This design comes from an exercise in tuning for small area and a short achievable clock period on the open sky130 flow, not from production work.
At most, simulation tests tie the RTL to the original design; equivalence was not proved.
The flow treats the clock pin as an ideal source. Dropping or thinning the clock tree relies on that and would not hold on a real chip.
Power is estimated from default activity; no workload was simulated.

## run R
==> flow/design.v <==
module divisor_frecuencia(
    input clk,
    input rst,
    input [6:0] teclas,
    output reg clk_out
    );
localparam [14:0] BASE = 15'd324;
localparam [14:0] INV = 15'd0;
reg [14:0] cuenta_q;
wire [14:0] cuenta = cuenta_q ^ INV;
wire [6:0] lt;
wire c0 = ~cuenta[5];
wire c1 = ~cuenta[7];
wire c2 = c1 | c0;
wire c3 = ~cuenta[9];
wire c4 = c3 | c2;
wire c5 = ~cuenta[10];
wire c6 = c5 | c4;
wire c7 = ~cuenta[11];
wire c8 = c7 | c6;
wire c9 = ~cuenta[12];
wire c10 = c9 | c8;
wire c11 = ~cuenta[14];
wire c12 = c11 | c10;
wire c13 = ~cuenta[1];
wire c14 = ~cuenta[2];
wire c15 = c14 & c13;
wire c16 = ~cuenta[3];
wire c17 = c16 & c15;
wire c18 = ~cuenta[4];
wire c19 = c18 | c17;
wire c20 = c0 | c19;
wire c21 = ~cuenta[6];
wire c22 = c21 | c20;
wire c23 = c1 & c22;
wire c24 = ~cuenta[8];
wire c25 = c24 & c23;
wire c26 = c3 & c25;
wire c27 = c5 | c26;
wire c28 = c7 & c27;
wire c29 = c9 | c28;
wire c30 = c11 | c29;
wire c31 = c16 | c14;
wire c32 = c18 | c31;
wire c33 = c0 & c32;
wire c34 = c21 | c33;
wire c35 = c1 & c34;
wire c36 = c24 | c35;
wire c37 = c3 | c36;
wire c38 = c5 & c37;
wire c39 = c7 | c38;
wire c40 = c9 & c39;
wire c41 = c11 | c40;
wire c42 = c18 | c16;
wire c43 = c0 | c42;
wire c44 = c21 & c43;
wire c45 = c1 & c44;
wire c46 = c24 | c45;
wire c47 = c3 | c46;
wire c48 = c5 | c47;
wire c49 = c7 & c48;
wire c50 = c9 & c49;
wire c51 = c11 | c50;
wire c52 = c14 | c13;
wire c53 = c16 & c52;
wire c54 = c18 | c53;
wire c55 = c0 & c54;
wire c56 = c21 & c55;
wire c57 = c1 | c56;
wire c58 = c24 | c57;
wire c59 = c3 | c58;
wire c60 = c5 | c59;
wire c61 = c7 | c60;
wire c62 = c9 | c61;
wire c63 = ~cuenta[13];
wire c64 = c63 | c62;
wire c65 = c11 & c64;
wire c66 = c1 | c21;
wire c67 = c24 & c66;
wire c68 = c3 & c67;
wire c69 = c5 & c68;
wire c70 = c7 | c69;
wire c71 = c9 | c70;
wire c72 = c63 | c71;
wire c73 = c11 & c72;
wire c74 = c0 | c54;
wire c75 = c21 & c74;
wire c76 = c1 | c75;
wire c77 = c24 & c76;
wire c78 = c3 | c77;
wire c79 = c5 & c78;
wire c80 = c7 & c79;
wire c81 = c9 | c80;
wire c82 = c63 | c81;
wire c83 = c11 & c82;
assign lt[0] = c12;
assign lt[1] = c30;
assign lt[2] = c41;
assign lt[3] = c51;
assign lt[4] = c65;
assign lt[5] = c73;
assign lt[6] = c83;
wire tecla = |teclas;
wire debajo = |(teclas & lt);
wire [14:0] lleva;
assign lleva[0] = 1'b1;
genvar i;
generate for (i = 1; i < 15; i = i + 1) begin : g_lleva
    assign lleva[i] = lleva[i-1] & cuenta[i-1];
end endgenerate
wire sigue = ~rst & (~tecla | debajo);
always @(posedge clk) begin
    cuenta_q <= INV ^ (({15{sigue}} & (cuenta ^ ({15{tecla}} & lleva))) | ({15{~sigue}} & BASE));
    clk_out <= ~rst & tecla & (clk_out ^ ~debajo);
end
endmodule
`timescale 1ns / 1ps
module principal (
	input clk,
	input reset,
	input [6:0] teclas,
	output clk_out
	);
divisor_frecuencia divisor(.clk(clk), .rst(reset), .teclas(teclas), .clk_out(clk_out));
endmodule
clock: 100.0 ns
lec_check: 0
cap_margin: 20
core_area: 4 4 76 76
cts_buf_list: sky130_fd_sc_hd__clkbuf_4
cts_cluster_diameter: 100
cts_cluster_size: 30
die_area: 0 0 80 80
slew_margin: 20
synth_hierarchical: 0
standard.sh (not shown) runs the stock make flow with config.mk's settings and CLKGATE_MAP_FILE= SYNTH_SCRIPT=/design/flow/synth_recipe.tcl, a recipe that flattens the netlist after the stock synthesis.
==> flow/flow/run.sh <==
#!/bin/bash
# Layout flow: the standard ORFS flow with two changes.
#  - Synthesis is the standard flow's own synthesis script with only the ABC script
#    swapped for an area-oriented one (flow/abc_area.script); every other
#    step, including flip-flop mapping and register naming, is unchanged.
#  - Port buffers use the smallest buffer (buf_1).
# Each tool's full output goes to a log file in this folder and under
# orfs/logs as ORFS writes them.
set -euo pipefail
W=$(pwd)

cat > "$W/own_synth.tcl" <<EOF
proc abc {args} {
  set i [lsearch -exact \$args -script]
  if {\$i >= 0} { lset args [expr {\$i + 1}] $W/flow/abc_area.script }
  yosys abc {*}\$args
}
source $W/synth_recipe.tcl
EOF

sed "s#SYNTH_SCRIPT=[^ ]*#SYNTH_SCRIPT=$W/own_synth.tcl#" standard.sh > own_standard.sh
grep -q "SYNTH_SCRIPT=$W/own_synth.tcl" own_standard.sh

export BUFFER_PORTS_ARGS="-buffer_cell sky130_fd_sc_hd__buf_1"
# optimisation target only: ask timing repair for this much setup slack at
# the design's period, so it speeds up the input and output paths
if [[ -f flow/setup_margin ]]; then export SETUP_SLACK_MARGIN=$(cat flow/setup_margin); fi
bash own_standard.sh finish > "$W/flow_make.log" 2>&1
==> flow/flow/abc_area.script <==
strash
&get -n
&fraig -x
&put
dc2
dch -f
amap
topo
==> flow/flow/setup_margin <==
78.4
Run R has completed all stages; timing, DRC and antenna checks passed.
Input changes introduced in run X (baseline for comparison: run R):
removed: flow/flow/setup_margin
Taking run R as the reference, in run X first-iteration detailed-routing DRC count increased by 32% relative to the old numbers; number of global-route vias before repair decreased by about 17% relative to the old numbers; synthesis-to-finish area growth moved down; share of the clock period used by the worst path after layout picked up an extra 0.37 points.
When run X is measured against run R, its area fraction of clock buffers and clock inverters turns out 0.36 points higher.

principal, a different RTL version from the one above (not shown whole).
Size in the first run: about 96 cells after synthesis, ~10 I/O pins, ~780 µm² of cells after synthesis.
Settings: LEC_CHECK=0, CAP_MARGIN=20, CORE_AREA=4 4 60 60, CTS_BUF_LIST=sky130_fd_sc_hd__clkbuf_4, CTS_CLUSTER_DIAMETER=100, CTS_CLUSTER_SIZE=30, DIE_AREA=0 0 64 64, SLEW_MARGIN=20, SYNTH_HIERARCHICAL=0; clock period 100.0 ns.
==> flow/flow/run.sh <==
#!/bin/bash
# Layout flow: the standard ORFS flow with two changes.
#  - Synthesis is the standard flow's own synthesis script with only the ABC script
#    swapped for an area-oriented one (flow/abc_area.script); every other
#    step, including flip-flop mapping and register naming, is unchanged.
#  - Port buffers use the smallest buffer (buf_1).
# Each tool's full output goes to a log file in this folder and under
# orfs/logs as ORFS writes them.
set -euo pipefail
W=$(pwd)

cat > "$W/own_synth.tcl" <<EOF
proc abc {args} {
  set i [lsearch -exact \$args -script]
  if {\$i >= 0} { lset args [expr {\$i + 1}] $W/flow/abc_area.script }
  yosys abc {*}\$args
}
source $W/synth_recipe.tcl
EOF

sed "s#SYNTH_SCRIPT=[^ ]*#SYNTH_SCRIPT=$W/own_synth.tcl#" standard.sh > own_standard.sh
grep -q "SYNTH_SCRIPT=$W/own_synth.tcl" own_standard.sh

export BUFFER_PORTS_ARGS="-buffer_cell sky130_fd_sc_hd__buf_1"
# optimisation target only: ask timing repair for this much setup slack at
# the design's period, so it speeds up the input and output paths
if [[ -f flow/setup_margin ]]; then export SETUP_SLACK_MARGIN=$(cat flow/setup_margin); fi
if [[ -f flow/setup_moves ]]; then export SETUP_MOVE_SEQUENCE=$(cat flow/setup_moves); export SKIP_GATE_CLONING=1; fi
bash own_standard.sh finish > "$W/flow_make.log" 2>&1
==> flow/flow/abc_area.script <==
strash
&get -n
&deepsyn -J 100 -S 6 -T 100
&put
dch -f
&get -n
&dch -f
&nf -R 1000
&put
topo
Edit:
--- a/flow/flow/run.sh
+++ b/flow/flow/run.sh
@@ -26,4 +26,3 @@
 # the design's period, so it speeds up the input and output paths
 if [[ -f flow/setup_margin ]]; then export SETUP_SLACK_MARGIN=$(cat flow/setup_margin); fi
-if [[ -f flow/setup_moves ]]; then export SETUP_MOVE_SEQUENCE=$(cat flow/setup_moves); export SKIP_GATE_CLONING=1; fi
 bash own_standard.sh finish > "$W/flow_make.log" 2>&1
==> flow/flow/abc_area.script (replaced) <==
strash
&get -n
&fraig -x
&put
dc2
dch -f
amap
topo
Settings changed: CORE_AREA 4 4 60 60 to 4 4 76 76, DIE_AREA 0 0 64 64 to 0 0 80 80.
After rerunning:
- fmax shrinks by 0.35%
- routed wire length rose by 18%
- count of clock-buffer cells in the layout does not change
- global-route usage falls by 2.4 points
- power stays flat
- via count came out higher by 8.7%
- cell count went up by 24%
- hold slack gains 0.023 ns
- combinational power decreases by 3.2%
- utilization drops by 10 points
Edit:
--- a/flow/flow/run.sh
+++ b/flow/flow/run.sh
@@ -26,3 +26,8 @@
 # the design's period, so it speeds up the input and output paths
 if [[ -f flow/setup_margin ]]; then export SETUP_SLACK_MARGIN=$(cat flow/setup_margin); fi
+if [[ -f flow/setup_moves ]]; then export SETUP_MOVE_SEQUENCE=$(cat flow/setup_moves); export SKIP_GATE_CLONING=1; fi
+if [[ -f flow/clock_root_cell ]]; then
+  export CLOCK_ROOT_CELL=$(cat flow/clock_root_cell)
+  export POST_CTS_TCL=$W/flow/post_cts.tcl
+fi
 bash own_standard.sh finish > "$W/flow_make.log" 2>&1
==> flow/flow/abc_area.script (replaced) <==
strash
&get -n
&deepsyn -J 100 -S 6 -T 100
&put
dch -f
&get -n
&dch -f
&nf -R 1000
&put
topo
==> flow/flow/clock_root_cell (new file) <==
sky130_fd_sc_hd__clkbuf_8
==> flow/flow/post_cts.tcl (new file) <==
# Runs at the end of ORFS's CTS step (POST_CTS_TCL).  CTS on sky130hd always
# builds a root buffer and two leaf buffers; for this design's 16 flip-flops
# one buffer is enough.  Every flip-flop clock pin moves to the root buffer's
# output net, the leaf buffers are removed and the root buffer is resized to
# a strength that keeps the clock-pin slew low.  All flip-flops keep the same
# clock path (one buffer), so no register's clock is skewed against another.
set block [ord::get_db_block]
set clk_net [[$block findBTerm clk] getNet]
set roots {}
foreach it [$clk_net getITerms] {
  if {[$it isInputSignal]} { lappend roots [$it getInst] }
}
if {[llength $roots] == 1} {
  set root [lindex $roots 0]
  set root_out [[$root findITerm X] getNet]
  set removed 0
  foreach it [$root_out getITerms] {
    set inst [$it getInst]
    if {$inst == $root} continue
    if {![string match *clkbuf* [[$inst getMaster] getName]]} continue
    set leaf_net [[$inst findITerm X] getNet]
    foreach sink [$leaf_net getITerms] {
      if {[$sink getInst] == $inst} continue
      $sink disconnect
      $sink connect $root_out
    }
    odb::dbInst_destroy $inst
    odb::dbNet_destroy $leaf_net
    incr removed
  }
  $root swapMaster [[ord::get_db] findMaster $::env(CLOCK_ROOT_CELL)]
  puts "post_cts: removed $removed clock buffers, root [$root getName] is $::env(CLOCK_ROOT_CELL)"
  detailed_placement
  check_placement -verbose
  estimate_parasitics -placement
  report_clock_skew
} else {
  puts "post_cts: clock port drives [llength $roots] cells, tree left as is"
}
Effect:
- The new run passed the timing, DRC and antenna checks
- setup slack got worse by 0.042 ns
- sequential cell count is unchanged
- die area does not change
- synthesized cell count decreases by 12%
- global-route usage stays flat
- wire length decreases by 12%
- sequential share of layout area increases by 1.1 points
- design area decreases by 3.1%
Edit:
--- a/flow/flow/post_cts.tcl
+++ b/flow/flow/post_cts.tcl
@@ -6,5 +6,5 @@
 # clock path (one buffer), so no register's clock is skewed against another.
 set block [ord::get_db_block]
-set clk_net [[$block findBTerm clk] getNet]
+set clk_net [$block findNet [get_name [get_nets -of_objects [get_ports clk]]]]
 set roots {}
 foreach it [$clk_net getITerms] {
The new run stopped in clock tree synthesis (4_1_cts), error STA-0100.
Synthesized area stays the same.
Synthesized cell count stays the same.
Edit:
--- a/flow/flow/run.sh
+++ b/flow/flow/run.sh
@@ -27,7 +27,3 @@
 if [[ -f flow/setup_margin ]]; then export SETUP_SLACK_MARGIN=$(cat flow/setup_margin); fi
 if [[ -f flow/setup_moves ]]; then export SETUP_MOVE_SEQUENCE=$(cat flow/setup_moves); export SKIP_GATE_CLONING=1; fi
-if [[ -f flow/clock_root_cell ]]; then
-  export CLOCK_ROOT_CELL=$(cat flow/clock_root_cell)
-  export POST_CTS_TCL=$W/flow/post_cts.tcl
-fi
 bash own_standard.sh finish > "$W/flow_make.log" 2>&1
removed: flow/flow/clock_root_cell
removed: flow/flow/post_cts.tcl
With this change the flow passed the timing, DRC and antenna checks.
Synthesized area is unchanged.
Synthesized cell count is unchanged.

Another version of the RTL of principal (not shown whole).
Size: roughly 120 cells after synthesis, roughly 16 flip-flops, roughly 10 I/O pins, about 830 sq um of cells after synthesis.
## principal
module principal (
	input clk,
	input reset,
	input [6:0] teclas,
	output clk_out
	);
export LEC_CHECK = 0
export CAP_MARGIN = 20
export CORE_AREA = 4 4 76 76
export DIE_AREA = 0 0 80 80
export SLEW_MARGIN = 20
create_clock -name core_clock -period 100.0 [get_ports {clk}]
==> flow/flow/run.sh <==
#!/bin/bash
# Layout flow: the standard ORFS flow with two changes.
#  - Synthesis is the standard flow's own synthesis script with only the ABC script
#    swapped for an area-oriented one (flow/abc_area.script); every other
#    step, including flip-flop mapping and register naming, is unchanged.
#  - Port buffers use the smallest buffer (buf_1).
# Each tool's full output goes to a log file in this folder and under
# orfs/logs as ORFS writes them.
set -euo pipefail
W=$(pwd)

cat > "$W/own_synth.tcl" <<EOF
proc abc {args} {
  set i [lsearch -exact \$args -script]
  if {\$i >= 0} { lset args [expr {\$i + 1}] $W/flow/abc_area.script }
  yosys abc {*}\$args
}
source $W/synth_recipe.tcl
EOF

sed "s#SYNTH_SCRIPT=[^ ]*#SYNTH_SCRIPT=$W/own_synth.tcl#" standard.sh > own_standard.sh
grep -q "SYNTH_SCRIPT=$W/own_synth.tcl" own_standard.sh

export BUFFER_PORTS_ARGS="-buffer_cell sky130_fd_sc_hd__buf_1"
# optimisation target only: ask timing repair for this much setup slack at
# the design's period, so it speeds up the input and output paths
export SETUP_SLACK_MARGIN=$(cat flow/setup_margin)
bash own_standard.sh finish > "$W/flow_make.log" 2>&1
==> flow/flow/abc_area.script <==
strash
&get -n
&fraig -x
&put
dc2
dch -f
amap
topo
==> flow/flow/setup_margin <==
79.4
The starting point ran to the end with no violations.
==> next run, changes <==
==> flow/flow/setup_margin (replaced) <==
79.0
The new run went through all stages and came out clean. Hold slack degrades by 0.037 ns. Register-to-register slack improves by 0.06 ns. First-iteration DRC count falls by 40%. Die area is unchanged. Fmax hardly moves.
No functional check of the RTL was part of any run of this note.

Another version of the RTL of principal (not shown whole).
Size in the first run: roughly 96 cells after synthesis, about 16 flip-flops, roughly 10 I/O pins.
==> flow/config.mk <==
export PLATFORM = sky130hd
export DESIGN_NAME = principal
export DESIGN_NICKNAME = principal
export VERILOG_FILES = /design/flow/design.v
export SDC_FILE = /design/flow/constraint.sdc
export NUM_CORES = 4
export LEC_CHECK = 0
export CAP_MARGIN = 20
export CORE_AREA = 4 4 76 76
export CTS_BUF_LIST = sky130_fd_sc_hd__clkbuf_4
export CTS_CLUSTER_DIAMETER = 100
export CTS_CLUSTER_SIZE = 30
export DIE_AREA = 0 0 80 80
export PLACE_DENSITY = 0.85
export SLEW_MARGIN = 20
export SYNTH_HIERARCHICAL = 0
==> flow/constraint.sdc <==
create_clock -name core_clock -period 100.0 [get_ports {clk}]
set_input_delay 20.0000 -clock core_clock [delete_from_list [all_inputs] [get_ports {clk}]]
set_output_delay 20.0000 -clock core_clock [all_outputs]
set_load 0.01 [all_outputs]
==> flow/flow/run.sh <==
#!/bin/bash
# Layout flow: the standard ORFS flow with two changes.
#  - Synthesis is the standard flow's own synthesis script with only the ABC script
#    swapped for an area-oriented one (flow/abc_area.script); every other
#    step, including flip-flop mapping and register naming, is unchanged.
#  - Port buffers use the smallest buffer (buf_1).
# Each tool's full output goes to a log file in this folder and under
# orfs/logs as ORFS writes them.
set -euo pipefail
W=$(pwd)

cat > "$W/own_synth.tcl" <<EOF
proc abc {args} {
  set i [lsearch -exact \$args -script]
  if {\$i >= 0} { lset args [expr {\$i + 1}] $W/flow/abc_area.script }
  yosys abc {*}\$args
}
source $W/synth_recipe.tcl
EOF

sed "s#SYNTH_SCRIPT=[^ ]*#SYNTH_SCRIPT=$W/own_synth.tcl#" standard.sh > own_standard.sh
grep -q "SYNTH_SCRIPT=$W/own_synth.tcl" own_standard.sh

export BUFFER_PORTS_ARGS="-buffer_cell sky130_fd_sc_hd__buf_1"
# optimisation target only: ask timing repair for this much setup slack at
# the design's period, so it speeds up the input and output paths
if [[ -f flow/setup_margin ]]; then export SETUP_SLACK_MARGIN=$(cat flow/setup_margin); fi
if [[ -f flow/setup_moves ]]; then export SETUP_MOVE_SEQUENCE=$(cat flow/setup_moves); export SKIP_GATE_CLONING=1; fi
if [[ -f flow/clock_root_cell ]]; then
  export CLOCK_ROOT_CELL=$(cat flow/clock_root_cell)
  export POST_CTS_TCL=$W/flow/post_cts.tcl
fi
bash own_standard.sh finish > "$W/flow_make.log" 2>&1
==> flow/flow/clock_root_cell <==
sky130_fd_sc_hd__clkbuf_8
==> flow/flow/post_cts.tcl <==
# Runs at the end of ORFS's CTS step (POST_CTS_TCL).  CTS on sky130hd always
# builds a root buffer and two leaf buffers; for this design's 16 flip-flops
# one buffer is enough.  Every flip-flop clock pin moves to the root buffer's
# output net, the leaf buffers are removed and the root buffer is resized to
# a strength that keeps the clock-pin slew low.  All flip-flops keep the same
# clock path (one buffer), so no register's clock is skewed against another.
set block [ord::get_db_block]
set clk_net [[$block findBTerm clk] getNet]
set roots {}
foreach it [$clk_net getITerms] {
  if {[$it isInputSignal]} { lappend roots [$it getInst] }
}
if {[llength $roots] == 1} {
  set root [lindex $roots 0]
  set root_out [[$root findITerm X] getNet]
  set removed 0
  foreach it [$root_out getITerms] {
    set inst [$it getInst]
    if {$inst == $root} continue
    if {![string match *clkbuf* [[$inst getMaster] getName]]} continue
    set leaf_net [[$inst findITerm X] getNet]
    foreach sink [$leaf_net getITerms] {
      if {[$sink getInst] == $inst} continue
      $sink disconnect
      $sink connect $root_out
    }
    odb::dbInst_destroy $inst
    odb::dbNet_destroy $leaf_net
    incr removed
  }
  $root swapMaster [[ord::get_db] findMaster $::env(CLOCK_ROOT_CELL)]
  puts "post_cts: removed $removed clock buffers, root [$root getName] is $::env(CLOCK_ROOT_CELL)"
  detailed_placement
  check_placement -verbose
  estimate_parasitics -placement
  report_clock_skew
} else {
  puts "post_cts: clock port drives [llength $roots] cells, tree left as is"
}
Other scripts of this flow, unchanged in this note and not shown: flow/flow/abc_area.script
The first run ran to the end with no violations.
Next try:
CORE_AREA = 2.5 2.5 57.5 57.5   (was 4 4 76 76)
DIE_AREA = 0 0 60 60   (was 0 0 80 80)
Global-route usage goes up by 3.6 points.
Critical path depth is unchanged.
Cell count goes down by 20%.
Synthesized area stays the same.
Routed wire length goes down by 15%.
Setup slack improves by 0.089 ns.
Power goes down by 2.2%.
Fmax goes up by 0.41%.
Register-to-register slack improves by 0.03 ns.
Via count goes down by 5.4%.
Next try:
==> flow/flow/run.sh (replaced) <==
#!/bin/bash
# Layout flow: the standard ORFS flow (standard.sh) with three changes.
#  - Synthesis is the standard flow's own synthesis script (synth_recipe.tcl) with only the
#    ABC script swapped for an area-oriented one (flow/abc_area.script).  Every
#    other step, including flip-flop mapping and register naming, is unchanged.
#  - Port buffers use the smallest buffer, buf_1 (every port still gets one).
#  - After CTS, the clock tree is collapsed to a single clkbuf_8 that drives
#    all 16 flip-flops (flow/post_cts.tcl, run through ORFS's POST_CTS_TCL).
# Each tool's full output goes to flow_make.log in this folder and to the
# per-step logs ORFS writes under orfs/logs.
set -euo pipefail
W=$(pwd)

cat > "$W/own_synth.tcl" <<EOF
proc abc {args} {
  set i [lsearch -exact \$args -script]
  if {\$i >= 0} { lset args [expr {\$i + 1}] $W/flow/abc_area.script }
  yosys abc {*}\$args
}
source $W/synth_recipe.tcl
EOF

sed "s#SYNTH_SCRIPT=[^ ]*#SYNTH_SCRIPT=$W/own_synth.tcl#" standard.sh > own_standard.sh
grep -q "SYNTH_SCRIPT=$W/own_synth.tcl" own_standard.sh

export BUFFER_PORTS_ARGS="-buffer_cell sky130_fd_sc_hd__buf_1"
export CLOCK_ROOT_CELL=sky130_fd_sc_hd__clkbuf_8
export POST_CTS_TCL=$W/flow/post_cts.tcl
bash own_standard.sh finish > "$W/flow_make.log" 2>&1
CORE_AREA = 4 4 76 76   (was 2.5 2.5 57.5 57.5)
DIE_AREA = 0 0 80 80   (was 0 0 60 60)
PLACE_DENSITY = default   (was 0.85)
removed: flow/flow/clock_root_cell
What happened: The new run finished with timing, DRC and antenna clean; power went up slightly; sequential power stays flat; flip-flop and latch count is unchanged.

static timing again, ports no longer ideal:
How much do the figures lean on ideal ports? The routed layouts below were timed once more, with nothing changed but the port constraints.
Step 1: set_driving_cell puts a clkbuf_16 on clk and a buf_2 on each other input, an assumption about the parent block.
Step 2 adds t to the input delays and takes it off the output delays; t is the mean of the earliest and latest rising clock arrival at the registers after step 1. Input paths then give back, and output paths get back, about the clock's delay inside the block.
Three values: ideal ports, drivers, drivers and shift; two values: the first two.
run | t, ns | slack for setup (ns) | cell pins on the clock port's net
run R | 0.309 | 78.509 / 78.505 / 78.196 | 1
run X | 0.304 | 78.143 / 78.143 / 77.838 | 1
the first run of note 2 | 0.301 | 78.386 / 78.387 / 78.086 | 1
the second run of note 2 | 0.306 | 78.310 / 78.304 / 77.998 | 1
the third run of note 2 | 0.183 | 78.268 / 78.262 / 78.079 | 1
the fifth run of note 2 | 0.305 | 78.372 / 78.365 / 78.060 | 1
the first run of note 3 | 0.274 | 78.691 / 78.672 / 78.398 | 1
the second run of note 3 | 0.273 | 78.677 / 78.657 / 78.385 | 1
the first run of note 4 | 0.185 | 78.159 / 78.156 / 77.971 | 1
the second run of note 4 | 0.180 | 78.248 / 78.247 / 78.067 | 1
the third run of note 4 | 0.188 | 78.228 / 78.232 / 78.044 | 1
After both steps every run listed still meets setup and hold. For run R, which loses most, drivers alone change the setup slack by -0.004 ns; drivers and shift together by -0.313 ns.
